From an optimization exercise on the open Yosys and OpenROAD flow, aimed at small area, a short achievable clock period and few clock cycles; shortcuts taken in it are not production practice.
RTL that was checked went through simulation tests only; none was proved equivalent to the original.
Power figures rest on the tool's default switching activity, not on a simulated workload.

ember:
==> flow/design.v <==
module Div (
    input wire clk,
    input wire reset_total,
    input wire reset_local,
    input wire [31:0] dividend_in,
    input wire [31:0] divisor_in,
    output reg zero_division_flag,
    output wire [31:0] remainder_out,
    output wire [31:0] quotient_out,
    output wire done
);
    function [6:0] lzc32;
        input [31:0] x;
        reg [15:0] v1; reg [15:0] c1;
        reg [7:0]  v2; reg [15:0] c2;
        reg [3:0]  v3; reg [11:0] c3;
        reg [1:0]  v4; reg [7:0]  c4;
        reg        v5; reg [4:0]  c5;
        integer k;
        begin
            for (k = 0; k < 16; k = k + 1) begin
                v1[k] = x[31-2*k] | x[30-2*k];
                c1[k] = ~x[31-2*k];
            end
            for (k = 0; k < 8; k = k + 1) begin
                v2[k] = v1[2*k] | v1[2*k+1];
                c2[2*k+:2] = v1[2*k] ? {1'b0, c1[2*k]} : {1'b1, c1[2*k+1]};
            end
            for (k = 0; k < 4; k = k + 1) begin
                v3[k] = v2[2*k] | v2[2*k+1];
                c3[3*k+:3] = v2[2*k] ? {1'b0, c2[4*k+:2]} : {1'b1, c2[4*k+2+:2]};
            end
            for (k = 0; k < 2; k = k + 1) begin
                v4[k] = v3[2*k] | v3[2*k+1];
                c4[4*k+:4] = v3[2*k] ? {1'b0, c3[6*k+:3]} : {1'b1, c3[6*k+3+:3]};
            end
            v5 = v4[0] | v4[1];
            c5 = v4[0] ? {1'b0, c4[3:0]} : {1'b1, c4[7:4]};
            lzc32 = {v5, ~v5, c5 & {5{v5}}};    
        end
    endfunction
    wire        sa = dividend_in[31];
    wire        sb = divisor_in[31];
    wire        ca = sa & ~&(dividend_in[31:1] | ~dividend_in[30:0]);
    wire [6:0]  la = lzc32(sa ? {~dividend_in[30:0], 1'b1} : dividend_in);
    wire [6:0]  lb = lzc32(divisor_in ^ {32{sb}});
    wire [4:0]  lb5 = lb[4:0] | {5{lb[5]}};
    wire        bz = ~sb & ~lb[6];
    wire [6:0]  cmp = {1'b0, la[5:0]} + {2'b11, ~lb5} + {6'd0, ca};
    wire        trivial = ~cmp[6];
    reg  [31:0] r;       
    reg  [31:0] q;       
    reg  [32:0] d;       
    reg  [4:0]  za;      
    reg  [4:0]  zb;      
    reg         zc;      
    reg         run;     
    reg         p2;      
    reg         sr;      
    reg         sq;      
    wire [32:0] rx = {r[31], r};
    wire        ci = ~sq;
    wire [32:0] t = rx + d + {32'd0, ci};
    wire [32:0] hs = rx ^ d;
    wire        tz = &(hs ~^ {rx[31:0] | d[31:0], ci});
    wire        ge = sr ? (t[32] | tz) : ~t[32];
    wire [4:0]  s = zb + ~za + {4'd0, ~zc};
    reg  [32:0] d_sh;
    integer i;
    always @* begin
        d_sh = d;
        for (i = 0; i < 5; i = i + 1)
            if (s[i]) d_sh = (d_sh << (1 << i)) | (~({33{1'b1}} << (1 << i)) & {33{~sq}});
    end
    wire        start = reset_local & ~reset_total;
    wire        go = ~trivial & ~bz;
    wire        take = run & ge & (~p2 | sq);
    always @(posedge clk) begin
        if (reset_local)
            r <= dividend_in & {32{~bz}};
        else if (take)
            r <= t[31:0];
        if (reset_local)
            d <= {sb, divisor_in} ^ {33{~(sa ^ sb)}};
        else if (p2)
            d <= d_sh;
        else
            d <= {d[32], d[32:1]};
        if (reset_total) begin
            run <= 1'b0;
            p2 <= 1'b0;
        end else if (reset_local) begin
            run <= go;
            p2 <= go;
            za <= la[4:0];
            zb <= lb5;
            zc <= ca;
            q <= 32'd0;
            sr <= sa;
            sq <= sa ^ sb;
            zero_division_flag <= bz;
        end else if (p2) begin
            p2 <= 1'b0;
            za <= s;
            if (!ge) run <= 1'b0;
            q <= {32{sq & ge}};
        end else if (run) begin
            q <= {q[30:0], ge ^ sq};
            za <= za - 5'd1;
            if (za == 5'd0) run <= 1'b0;
        end
    end
    assign done = ~run;
    assign quotient_out  = q;
    assign remainder_out = r;
endmodule
export LEC_CHECK = 0
export ABC_AREA = 1
export CAP_MARGIN = 20
export CORE_MARGIN = 2
export CORE_UTILIZATION = 40
export SETUP_SLACK_MARGIN = 2.6
export SLEW_MARGIN = 20
create_clock -name core_clock -period 6.0 [get_ports {clk}]
standard.sh (not shown) runs the stock make flow with config.mk's settings and CLKGATE_MAP_FILE= SYNTH_SCRIPT=/design/flow/synth_recipe.tcl, a recipe that flattens the netlist after the stock synthesis.
==> flow/flow/run.sh <==
#!/bin/bash
# Standard layout (the standard.sh), with two synthesis choices changed:
# adders keep Yosys's default carry-lookahead mapping instead of the Kogge-Stone
# extra map, and are not turned into half/full adder cells, so ABC maps them.
set -euo pipefail
export ADDER_MAP_FILE=
export SYNTH_OPERATIONS_ARGS=-nordff
bash standard.sh > flow_make.log 2>&1
Testbench counts of ember, summed over its fixed seeds: cycles 22,792.
## Diff of input files: fjord against ember
--- a/flow/design.v
+++ b/flow/design.v
@@ -42,17 +42,14 @@
     wire        sa = dividend_in[31];
     wire        sb = divisor_in[31];
-    wire        ca = sa & ~&(dividend_in[31:1] | ~dividend_in[30:0]);
     wire [6:0]  la = lzc32(sa ? {~dividend_in[30:0], 1'b1} : dividend_in);
     wire [6:0]  lb = lzc32(divisor_in ^ {32{sb}});
-    wire [4:0]  lb5 = lb[4:0] | {5{lb[5]}};
     wire        bz = ~sb & ~lb[6];
-    wire [6:0]  cmp = {1'b0, la[5:0]} + {2'b11, ~lb5} + {6'd0, ca};
-    wire        trivial = ~cmp[6];
+    wire        trivial = la[5:0] > lb[5:0];    
     reg  [31:0] r;       
     reg  [31:0] q;       
     reg  [32:0] d;       
-    reg  [4:0]  za;      
-    reg  [4:0]  zb;      
-    reg         zc;      
+    reg  [4:0]  cnt;     
+    reg  [5:0]  za;      
+    reg  [5:0]  zb;
     reg         run;     
     reg         p2;      
@@ -65,5 +62,6 @@
     wire        tz = &(hs ~^ {rx[31:0] | d[31:0], ci});
     wire        ge = sr ? (t[32] | tz) : ~t[32];
-    wire [4:0]  s = zb + ~za + {4'd0, ~zc};
+    wire [5:0]  sd = zb - za;
+    wire [4:0]  s = sd[5] ? 5'd31 : sd[4:0];
     reg  [32:0] d_sh;
     integer i;
@@ -75,10 +73,12 @@
     wire        start = reset_local & ~reset_total;
     wire        go = ~trivial & ~bz;
-    wire        take = run & ge & (~p2 | sq);
+    wire        step = run & ~p2;
+    wire        take = ~reset_local & run & ge & (~p2 | sq);
+    wire        keep = ~reset_local & ~take;
+    wire [31:0] r_start = dividend_in & {32{~bz}};
+    wire [31:0] r_nx = ({32{take}} & t[31:0]) | ({32{keep}} & r) |
+                       ({32{reset_local}} & r_start);
     always @(posedge clk) begin
-        if (reset_local)
-            r <= dividend_in & {32{~bz}};
-        else if (take)
-            r <= t[31:0];
+        r <= r_nx;
         if (reset_local)
             d <= {sb, divisor_in} ^ {33{~(sa ^ sb)}};
@@ -93,7 +93,6 @@
             run <= go;
             p2 <= go;
-            za <= la[4:0];
-            zb <= lb5;
-            zc <= ca;
+            za <= la[5:0];
+            zb <= lb[5:0];
             q <= 32'd0;
             sr <= sa;
@@ -102,11 +101,11 @@
         end else if (p2) begin
             p2 <= 1'b0;
-            za <= s;
+            cnt <= s;
             if (!ge) run <= 1'b0;
             q <= {32{sq & ge}};
         end else if (run) begin
             q <= {q[30:0], ge ^ sq};
-            za <= za - 5'd1;
-            if (za == 5'd0) run <= 1'b0;
+            cnt <= cnt - 5'd1;
+            if (cnt == 5'd0) run <= 1'b0;
         end
     end
--- outcome ---
Post-detailed-route via-to-cell ratio: lower on fjord
First-pass iteration count of the detailed router up 5 in fjord wrt ember
Sequential cell area share, ember and fjord, lower one = fjord.
Taking ember as the reference, in fjord number of enable flip-flop cells after synthesis has decreased, number of distinct library cells after synthesis decreased 6, number of nets in the layout +about 2.4%, post-route worst setup slack moved down, wire length went up.
Status: clock power parity (fjord, ember)
Only the layout flow was run in fjord; the RTL was not checked for function there.

* * *

Starts from the design.v that is shown in full above.
clock: 6.0 ns
lec_check: 0
abc_area: 1
cap_margin: 20
core_margin: 2
core_utilization: 40
setup_slack_margin: 3.2
slew_margin: 20
Scripts as last shown in full above: flow/flow/run.sh
Testbench counts at the start, summed over its fixed seeds: cycles 22,792.
==> next run, changes <==
--- a/flow/design.v
+++ b/flow/design.v
@@ -38,79 +38,75 @@
             c5 = v4[0] ? {1'b0, c4[3:0]} : {1'b1, c4[7:4]};
             lzc32 = {v5, ~v5, c5 & {5{v5}}};    
         end
     endfunction
     wire        sa = dividend_in[31];
     wire        sb = divisor_in[31];
-    wire        ca = sa & ~&(dividend_in[31:1] | ~dividend_in[30:0]);
     wire [6:0]  la = lzc32(sa ? {~dividend_in[30:0], 1'b1} : dividend_in);
     wire [6:0]  lb = lzc32(divisor_in ^ {32{sb}});
-    wire [4:0]  lb5 = lb[4:0] | {5{lb[5]}};
     wire        bz = ~sb & ~lb[6];
-    wire [6:0]  cmp = {1'b0, la[5:0]} + {2'b11, ~lb5} + {6'd0, ca};
-    wire        trivial = ~cmp[6];
+    wire        trivial = la[5:0] > lb[5:0];    
     reg  [31:0] r;       
     reg  [31:0] q;       
     reg  [32:0] d;       
-    reg  [4:0]  za;      
-    reg  [4:0]  zb;      
-    reg         zc;      
+    reg  [4:0]  cnt;     
+    reg  [5:0]  za;      
+    reg  [5:0]  zb;
     reg         run;     
     reg         p2;      
     reg         sr;      
     reg         sq;      
     wire [32:0] rx = {r[31], r};
     wire        ci = ~sq;
     wire [32:0] t = rx + d + {32'd0, ci};
     wire [32:0] hs = rx ^ d;
     wire        tz = &(hs ~^ {rx[31:0] | d[31:0], ci});
     wire        ge = sr ? (t[32] | tz) : ~t[32];
-    wire [4:0]  s = zb + ~za + {4'd0, ~zc};
+    wire [5:0]  sd = zb - za;
+    wire [4:0]  s = sd[5] ? 5'd31 : sd[4:0];
     reg  [32:0] d_sh;
     integer i;
     always @* begin
         d_sh = d;
         for (i = 0; i < 5; i = i + 1)
             if (s[i]) d_sh = (d_sh << (1 << i)) | (~({33{1'b1}} << (1 << i)) & {33{~sq}});
     end
     wire        start = reset_local & ~reset_total;
     wire        go = ~trivial & ~bz;
     wire        take = run & ge & (~p2 | sq);
+    wire [31:0] r_it = ({32{take}} & t[31:0]) | ({32{~take}} & r);
+    wire [31:0] r_nx = reset_local ? dividend_in & {32{~bz}} : r_it;
     always @(posedge clk) begin
-        if (reset_local)
-            r <= dividend_in & {32{~bz}};
-        else if (take)
-            r <= t[31:0];
+        r <= r_nx;
         if (reset_local)
             d <= {sb, divisor_in} ^ {33{~(sa ^ sb)}};
         else if (p2)
             d <= d_sh;
         else
             d <= {d[32], d[32:1]};
         if (reset_total) begin
             run <= 1'b0;
             p2 <= 1'b0;
         end else if (reset_local) begin
             run <= go;
             p2 <= go;
-            za <= la[4:0];
-            zb <= lb5;
-            zc <= ca;
+            za <= la[5:0];
+            zb <= lb[5:0];
             q <= 32'd0;
             sr <= sa;
             sq <= sa ^ sb;
             zero_division_flag <= bz;
         end else if (p2) begin
             p2 <= 1'b0;
-            za <= s;
+            cnt <= s;
             if (!ge) run <= 1'b0;
             q <= {32{sq & ge}};
         end else if (run) begin
             q <= {q[30:0], ge ^ sq};
-            za <= za - 5'd1;
-            if (za == 5'd0) run <= 1'b0;
+            cnt <= cnt - 5'd1;
+            if (cnt == 5'd0) run <= 1'b0;
         end
     end
     assign done = ~run;
     assign quotient_out  = q;
     assign remainder_out = r;
 endmodule
Critical path depth is higher by 3.
Worst setup slack improved by 96 ps.
Power is higher by about 0.38%.
Synthesized cell count is lower by 0.36%.
Worst hold slack got worse by 3.3 ps.
Register-to-register slack is about the same.
Sequential share of layout area is lower by 0.85 points.
Routed wire length is higher by about 8%.
Clock power barely changes.
Clock-buffer cell count is higher by 1.
Global-route usage is lower by 0.17 points.
Via count is higher by 3.8%.
Fmax is higher by 3.5%.
Cell count is higher by 3.6%.
For the second run of this note, only the layout was checked, not whether the RTL still works.

* * *

RTL: the design.v shown in full above, as it stands there.
clock: 6.0 ns
lec_check: 0
abc_area: 1
cap_margin: 20
core_margin: 2
core_utilization: 65
cts_buf_list: sky130_fd_sc_hd__clkbuf_4 sky130_fd_sc_hd__clkbuf_8
cts_cluster_size: 20
setup_slack_margin: 3.2
slew_margin: 20
==> flow/flow/run.sh <==
#!/bin/bash
# Standard layout (the standard.sh) with these changes:
# - adders keep Yosys's default carry-lookahead mapping instead of the
#   Kogge-Stone extra map, and are not turned into half/full adder cells, so
#   ABC maps them;
# - the port buffers are the smallest buffer cell (repair_timing upsizes the
#   ones on critical paths).
set -euo pipefail
export ADDER_MAP_FILE=
export SYNTH_OPERATIONS_ARGS=-nordff
export BUFFER_PORTS_ARGS="-buffer_cell sky130_fd_sc_hd__buf_1"
bash standard.sh > flow_make.log 2>&1
Testbench counts at the start, summed over its fixed seeds: cycles 22,792.
Rerun with:
--- a/flow/design.v
+++ b/flow/design.v
@@ -59,10 +59,8 @@
     reg         sr;      
     reg         sq;      
     wire [32:0] rx = {r[31], r};
-    wire        ci = ~sq;
-    wire [32:0] t = rx + d + {32'd0, ci};
-    wire [32:0] hs = rx ^ d;
-    wire        tz = &(hs ~^ {rx[31:0] | d[31:0], ci});
+    wire [32:0] t = rx + d + 33'd1;
+    wire        tz = &(rx ^ d);
     wire        ge = sr ? (t[32] | tz) : ~t[32];
     wire [4:0]  s = zb + ~za + {4'd0, ~zc};
     reg  [32:0] d_sh;
@@ -70,7 +68,7 @@
     always @* begin
         d_sh = d;
         for (i = 0; i < 5; i = i + 1)
-            if (s[i]) d_sh = (d_sh << (1 << i)) | (~({33{1'b1}} << (1 << i)) & {33{~sq}});
+            if (s[i]) d_sh = (d_sh << (1 << i)) | ~({33{1'b1}} << (1 << i));
     end
     wire        start = reset_local & ~reset_total;
     wire        go = ~trivial & ~bz;
@@ -81,7 +79,7 @@
         else if (take)
             r <= t[31:0];
         if (reset_local)
-            d <= {sb, divisor_in} ^ {33{~(sa ^ sb)}};
+            d <= (sa ^ sb) ? {sb, divisor_in} - 33'd1 : ~{sb, divisor_in};
         else if (p2)
             d <= d_sh;
         else
=> The changed run completed without violations; register-to-register slack is better by 0.03 ns; total power fell by a few percent; non-clock buffer count rose by 9; utilization rose by 2.2 points; sequential power is about the same; clock power fell by a few percent; final area fell slightly; worst hold slack is about the same; combinational power fell by roughly a tenth; worst setup slack is worse by 0.14 ns; synthesized cell count fell slightly.
Testbench counts after the change, summed over its fixed seeds: cycles 22,792.

* * *

Setup of lane 4:
RTL: one of the versions met above, not the one the previous note started from.
For scale: about 1700 cells after synthesis.
==> module Div, before the edit <==
module Div (
    input wire clk,
    input wire reset_total,
    input wire reset_local,
    input wire [31:0] dividend_in,
    input wire [31:0] divisor_in,
    output reg zero_division_flag,
    output wire [31:0] remainder_out,
    output wire [31:0] quotient_out,
    output wire done
);
    function [6:0] lzc32;
        input [31:0] x;
        reg [15:0] v1; reg [15:0] c1;
        reg [7:0]  v2; reg [15:0] c2;
        reg [3:0]  v3; reg [11:0] c3;
        reg [1:0]  v4; reg [7:0]  c4;
        reg        v5; reg [4:0]  c5;
        integer k;
        begin
            for (k = 0; k < 16; k = k + 1) begin
                v1[k] = x[31-2*k] | x[30-2*k];
                c1[k] = ~x[31-2*k];
            end
            for (k = 0; k < 8; k = k + 1) begin
                v2[k] = v1[2*k] | v1[2*k+1];
                c2[2*k+:2] = v1[2*k] ? {1'b0, c1[2*k]} : {1'b1, c1[2*k+1]};
            end
            for (k = 0; k < 4; k = k + 1) begin
                v3[k] = v2[2*k] | v2[2*k+1];
                c3[3*k+:3] = v2[2*k] ? {1'b0, c2[4*k+:2]} : {1'b1, c2[4*k+2+:2]};
            end
            for (k = 0; k < 2; k = k + 1) begin
                v4[k] = v3[2*k] | v3[2*k+1];
                c4[4*k+:4] = v3[2*k] ? {1'b0, c3[6*k+:3]} : {1'b1, c3[6*k+3+:3]};
            end
            v5 = v4[0] | v4[1];
            c5 = v4[0] ? {1'b0, c4[3:0]} : {1'b1, c4[7:4]};
            lzc32 = {v5, ~v5, c5 & {5{v5}}};    
        end
    endfunction
    wire        sa = dividend_in[31];
    wire        sb = divisor_in[31];
    wire        ca = sa & ~&(dividend_in[31:1] | ~dividend_in[30:0]);
    wire [6:0]  la = lzc32(sa ? {~dividend_in[30:0], 1'b1} : dividend_in);
    wire [6:0]  lb = lzc32(divisor_in ^ {32{sb}});
    wire [4:0]  lb5 = lb[4:0] | {5{lb[5]}};
    wire        bz = ~sb & ~lb[6];
    wire [6:0]  cmp = {1'b0, la[5:0]} + {2'b11, ~lb5} + {6'd0, ca};
    wire        trivial = ~cmp[6];
    reg  [31:0] r;       
    reg  [31:0] q;       
    reg  [32:0] d;       
    reg  [4:0]  za;      
    reg  [4:0]  zb;      
    reg         zc;      
    reg         run;     
    reg         p2;      
    reg         sr;      
    reg         sq;      
    wire [32:0] rx = {r[31], r};
    wire [32:0] t = rx + d + 33'd1;
    wire        tz = &(rx ^ d);
    wire        ge = sr ? (t[32] | tz) : ~t[32];
    wire [4:0]  s = zb + ~za + {4'd0, ~zc};
    reg  [32:0] d_sh;
    integer i;
    always @* begin
        d_sh = d;
        for (i = 0; i < 5; i = i + 1)
            if (s[i]) d_sh = (d_sh << (1 << i)) | ~({33{1'b1}} << (1 << i));
    end
    wire        start = reset_local & ~reset_total;
    wire        go = ~trivial & ~bz;
    wire        take = run & ge & (~p2 | sq);
    always @(posedge clk) begin
        if (reset_local)
            r <= dividend_in & {32{~bz}};
        else if (take)
            r <= t[31:0];
        if (reset_local)
            d <= (sa ^ sb) ? {sb, divisor_in} - 33'd1 : ~{sb, divisor_in};
        else if (p2)
            d <= d_sh;
        else
            d <= {d[32], d[32:1]};
        if (reset_total) begin
            run <= 1'b0;
            p2 <= 1'b0;
        end else if (reset_local) begin
            run <= go;
            p2 <= go;
            za <= la[4:0];
            zb <= lb5;
            zc <= ca;
            q <= 32'd0;
            sr <= sa;
            sq <= sa ^ sb;
            zero_division_flag <= bz;
        end else if (p2) begin
            p2 <= 1'b0;
            za <= s;
            if (!ge) run <= 1'b0;
            q <= {32{sq & ge}};
        end else if (run) begin
            q <= {q[30:0], ge ^ sq};
            za <= za - 5'd1;
            if (za == 5'd0) run <= 1'b0;
        end
    end
    assign done = ~run;
    assign quotient_out  = q;
    assign remainder_out = r;
endmodule
Settings: LEC_CHECK=0, ABC_AREA=1, CAP_MARGIN=20, CORE_MARGIN=2, CORE_UTILIZATION=60, SETUP_SLACK_MARGIN=3.2, SLEW_MARGIN=20; clock period 6.0 ns.
Scripts as last shown in full above: flow/flow/run.sh
Lane 4: all stages complete, timing, DRC and antenna checks passed
Testbench counts of lane 4, summed over its fixed seeds: cycles 22,792.
#### Input delta (lane 5 over lane 4)
--- a/flow/design.v
+++ b/flow/design.v
@@ -40,36 +40,37 @@
         end
     endfunction
     wire        sa = dividend_in[31];
     wire        sb = divisor_in[31];
-    wire        ca = sa & ~&(dividend_in[31:1] | ~dividend_in[30:0]);
-    wire [6:0]  la = lzc32(sa ? {~dividend_in[30:0], 1'b1} : dividend_in);
-    wire [6:0]  lb = lzc32(divisor_in ^ {32{sb}});
+    wire        pw = sa & &(dividend_in[31:1] | ~dividend_in[30:0]);
+    wire [6:0]  la = lzc32({1'b0, dividend_in[31:1] ^ dividend_in[30:0]});
+    wire [6:0]  lb = lzc32({1'b0, divisor_in[31:1] ^ divisor_in[30:0]});
     wire [4:0]  lb5 = lb[4:0] | {5{lb[5]}};
     wire        bz = ~sb & ~lb[6];
-    wire [6:0]  cmp = {1'b0, la[5:0]} + {2'b11, ~lb5} + {6'd0, ca};
-    wire        trivial = ~cmp[6];
+    wire        trivial = (la[5:0] > {1'b0, lb5}) & ~pw;
+    wire [4:0]  za0 = la[4:0] - {4'd0, pw};    
     reg  [31:0] r;       
     reg  [31:0] q;       
     reg  [32:0] d;       
     reg  [4:0]  za;      
     reg  [4:0]  zb;      
-    reg         zc;      
     reg         run;     
     reg         p2;      
     reg         sr;      
     reg         sq;      
     wire [32:0] rx = {r[31], r};
-    wire [32:0] t = rx + d + 33'd1;
-    wire        tz = &(rx ^ d);
+    wire        ci = ~sq;
+    wire [32:0] t = rx + d + {32'd0, ci};
+    wire [32:0] hs = rx ^ d;
+    wire        tz = &(hs ~^ {rx[31:0] | d[31:0], ci});
     wire        ge = sr ? (t[32] | tz) : ~t[32];
-    wire [4:0]  s = zb + ~za + {4'd0, ~zc};
+    wire [4:0]  s = zb - za;
     reg  [32:0] d_sh;
     integer i;
     always @* begin
         d_sh = d;
         for (i = 0; i < 5; i = i + 1)
-            if (s[i]) d_sh = (d_sh << (1 << i)) | ~({33{1'b1}} << (1 << i));
+            if (s[i]) d_sh = (d_sh << (1 << i)) | (~({33{1'b1}} << (1 << i)) & {33{~sq}});
     end
     wire        start = reset_local & ~reset_total;
     wire        go = ~trivial & ~bz;
     wire        take = run & ge & (~p2 | sq);
@@ -78,9 +79,9 @@
             r <= dividend_in & {32{~bz}};
         else if (take)
             r <= t[31:0];
         if (reset_local)
-            d <= (sa ^ sb) ? {sb, divisor_in} - 33'd1 : ~{sb, divisor_in};
+            d <= {sb, divisor_in} ^ {33{~(sa ^ sb)}};
         else if (p2)
             d <= d_sh;
         else
             d <= {d[32], d[32:1]};
@@ -89,11 +90,10 @@
             p2 <= 1'b0;
         end else if (reset_local) begin
             run <= go;
             p2 <= go;
-            za <= la[4:0];
+            za <= za0;
             zb <= lb5;
-            zc <= ca;
             q <= 32'd0;
             sr <= sa;
             sq <= sa ^ sb;
             zero_division_flag <= bz;
## What came out
Lane 5 against lane 4: synthesized flop and latch total fell about 0.9%, switching share of total power now sits higher.
Lane 5 vs lane 4 on average cell area after synthesis: lane 5 is the higher one.
Where total via count in the routed design is concerned, lane 4 is better than lane 5.
On final-stage net count, lane 4 and lane 5 are basically level.
Diff lane 4 -> lane 5: longest individual stage delay on the worst path saw a decrease; number of standard cells after synthesis saw an increase.
In lane 5 the count of inserted antenna diode cells turned out 2 higher than in lane 4.
Summary — area added between synthesis and finish, lane 5 relative to lane 4: lower, by 3.3 points.
Comparing the two runs side by side, lane 5 comes out behind lane 4 on worst setup slack.
Of the two values seen for launching instance or port of the critical path, dividend_in[9] was produced by lane 5 and divisor_in[1] by lane 4.
The worst relative slew slack of lane 5 falls short of that of lane 4 by 4.3 points.
Of lane 4 and lane 5, lane 5 shows the lower CTS H-tree depth, with lane 4 above it.
Comparing the two runs side by side, lane 5 comes out behind lane 4 on die footprint.
No functional check of the RTL was part of lane 5.

-- static timing again, ports no longer ideal --
How much do the figures lean on ideal ports? The routed layouts below were timed once more, with nothing changed but the port constraints.
Step 1 sets driving cells, clkbuf_16 on the clock port and buf_2 on the other inputs (assumed; they add their load-dependent delay and slew).
Step 2 adds t to the input delays and takes it off the output delays; t is the mean of the earliest and latest rising clock arrival at the registers after step 1. Input paths then give back, and output paths get back, about the clock's delay inside the block.
Three values: ideal, step 1, step 2; two values: the first two.
run | t, ns | slack for setup (ns) | worst register clock-pin slew, ns | worst slew at a driven data input, ns
ember | 0.477 | 2.639 / 2.666 / 2.189 | 0.08 / 0.08 | 0.04
fjord | 0.462 | 2.608 / 2.622 / 2.161 | 0.07 / 0.07 | 0.06
the first run of note 2 | 0.474 | 3.129 / 3.110 / 2.636 | 0.07 / 0.07 | 0.08
the second run of note 2 | 0.468 | 3.225 / 2.967 / 2.499 | 0.06 / 0.06 | 0.37
the first run of note 3 | 0.503 | 3.235 / 3.235 / 2.762 | 0.09 / 0.09 | 0.07
the second run of note 3 | 0.492 | 3.090 / 3.109 / 2.617 | 0.08 / 0.08 | 0.08
lane 4 | 0.479 | 3.211 / 3.229 / 2.750 | 0.06 / 0.06 | 0.07
lane 5 | 0.413 | 3.132 / 3.145 / 2.731 | 0.09 / 0.09 | 0.11
After both steps setup and hold are still met in every run listed. For the second run of note 2, which loses most, drivers alone change the setup slack by -0.258 ns; drivers and shift together by -0.726 ns.
